This is an optimization exercise on Yosys and OpenROAD, whose aim is small area, a short achievable clock period and few clock cycles, not a production implementation.
Function was checked by simulation only, so behaviour that the tests miss may differ from the original.

v32:
// shake256_top
module shake256_top
(
  input                     clk_i,
  input                     rst_ni,
  input                     start_i,
  input   [63:0]            din_i,
  input                     din_valid_i,
  input                     last_din_i,
  input   [3:0]             last_din_byte_i,
  input                     dout_ready_i,
  output                    din_ready_o,
  output  [63:0]            dout_o,
  output                    dout_valid_o
);
==> flow/config.mk <==
export PLATFORM = sky130hd
export DESIGN_NAME = shake256_top
export DESIGN_NICKNAME = shake256_top
export VERILOG_FILES = /design/flow/design.v
export SDC_FILE = /design/flow/constraint.sdc
export NUM_CORES = 4
export LEC_CHECK = 0
export CAP_MARGIN = 40
export CORE_MARGIN = 2
export CORE_UTILIZATION = 50
export SETUP_SLACK_MARGIN = 1.5
export SLEW_MARGIN = 50
export SYNTH_HIERARCHICAL = 1
==> flow/constraint.sdc <==
create_clock -name core_clock -period 5.0 [get_ports {clk_i}]
set_input_delay 1.0000 -clock core_clock [delete_from_list [all_inputs] [get_ports {clk_i}]]
set_output_delay 1.0000 -clock core_clock [all_outputs]
set_load 0.01 [all_outputs]
run.sh (not shown) runs the stock make flow with config.mk's settings and CLKGATE_MAP_FILE= SYNTH_SCRIPT=/design/flow/synth_recipe.tcl, a recipe that flattens the netlist after the stock synthesis.
No stage failed in v32, and the final checks on the layout all came back clean.
Testbench counts of v32, summed over its fixed seeds: cycles 15,844.
Changes in v18 relative to v32:
Settings: CTS_CLUSTER_DIAMETER now 100, previously not set; CTS_CLUSTER_SIZE now 20, previously not set; SETUP_SLACK_MARGIN now 2.1, was 1.5.
- Status(v18) = ERROR, stage = final report (6_report)
- Detailed route, v18 vs v32: via total higher for v18
- Going from v32 to v18, global-route wire length before repair grew by a few percent.
- Overall fraction of global-route tracks in use: v18 > v32
- Post-CTS setup buffer count for v18 is higher than for v32.
- Summary of v18 over v32: number of rows created at floorplan now sits at about the same level; total detailed-routing wirelength moved up.
The inputs of v34 differ from those of v18 as listed below.
Settings: CAP_MARGIN changed from 40 to 35; SLEW_MARGIN changed from 50 to 40; CTS_CLUSTER_DIAMETER removed (was 100); SETUP_SLACK_MARGIN changed from 2.1 to 1.5; CTS_CLUSTER_SIZE removed (was 20).
v34 ended with every stage complete and zero timing, DRC or antenna violations.
Comparing v18 and v34, first-iteration DRC count is higher on v18.
Across both runs, total wirelength of the detailed-routed design was lower for v34 than for v18.
[compare] base=v18 new=v34: via count lost about 7%; routed metal-1 wirelength picked up an extra 0.58%; number of placed instances with taps included neither gained nor lost much; number of buffers created by CTS picked up an extra 100; wire length of the first global-routing pass lost 2.3%.
[compare] base=v18 new=v34: post-CTS setup-driven buffer insertion count shows a reduction of 425; detailed placement HPWL shows no meaningful change; met3 wire length shows a reduction of about 8%.
For v53, these inputs were changed with respect to v34:
Settings: SETUP_SLACK_MARGIN now 1.0, was 1.5; CAP_MARGIN now 40, was 35; SLEW_MARGIN now 50, was 40.
Results
- In v53 the antenna cell count turned out 17 higher than in v34.
- Diff v34..v53 | count of buffer and inverter cells on the critical path | unchanged
- Setup slack: v53 less than v34
Input changes introduced in v11 (baseline for comparison: v53):
Settings: CAP_MARGIN changed from 40 to 35; CTS_CLUSTER_SIZE newly set to 20; SETUP_SLACK_MARGIN changed from 1.0 to 1.9; CTS_CLUSTER_DIAMETER newly set to 100; SLEW_MARGIN changed from 50 to 40.
### Flow results
- Share of the final layout cell area in multi-input gates up 2.1 points in v11 wrt v53
- Between v53 and v11, the sequential share of layout area is lower for v11.
- Post-layout minimum cycle time: v11 lower than v53
- v11 finished every step from synthesis to the final layout, and the layout passed the timing, design-rule and antenna checks.
- Worst setup path startpoint = u_keccak.g_r[740].u_b.q$_DFF_P_: v53; worst setup path startpoint = u_keccak.g_c[1164].u_b.q$_DFF_P_: v11
- Setup slack for v11: 0.58 ns up relative to v53
- v11 vs v53: CTS buffer count down by more than half
- Relative to v53, met2 track demand over resource has decreased by 0.25 points in v11.

## port drivers added, routing unchanged
How much do the figures lean on ideal ports? The routed layouts below were timed once more, with nothing changed but the port constraints.
Step 1: set_driving_cell puts a clkbuf_16 on clk_i and a buf_2 on each other input, an assumption about the parent block.
Step 2 adds t to the input delays and takes it off the output delays; t is the mean of the earliest and latest rising clock arrival at the registers after step 1. Input paths then give back, and output paths get back, about the clock's delay inside the block.
Three values: no drivers, after step 1, after step 2; two values: the first two.
run	t (ns)	setup slack, ns	worst setup path after step 2	worst slew at a driven data input, ns
v32	0.989	1.270 / 1.270 / 0.577	input to register	0.07
v34	0.983	1.097 / 1.097 / 0.518	input to register	0.08
v53	0.994	1.070 / 1.070 / 0.452	input to register	0.07
v11	0.937	1.645 / 1.645 / 1.085	input to register	0.08
After both steps setup and hold are still met in every run listed. The setup slack of v32, which loses most, moves by 0.000 ns with the drivers and by -0.693 ns with both steps.
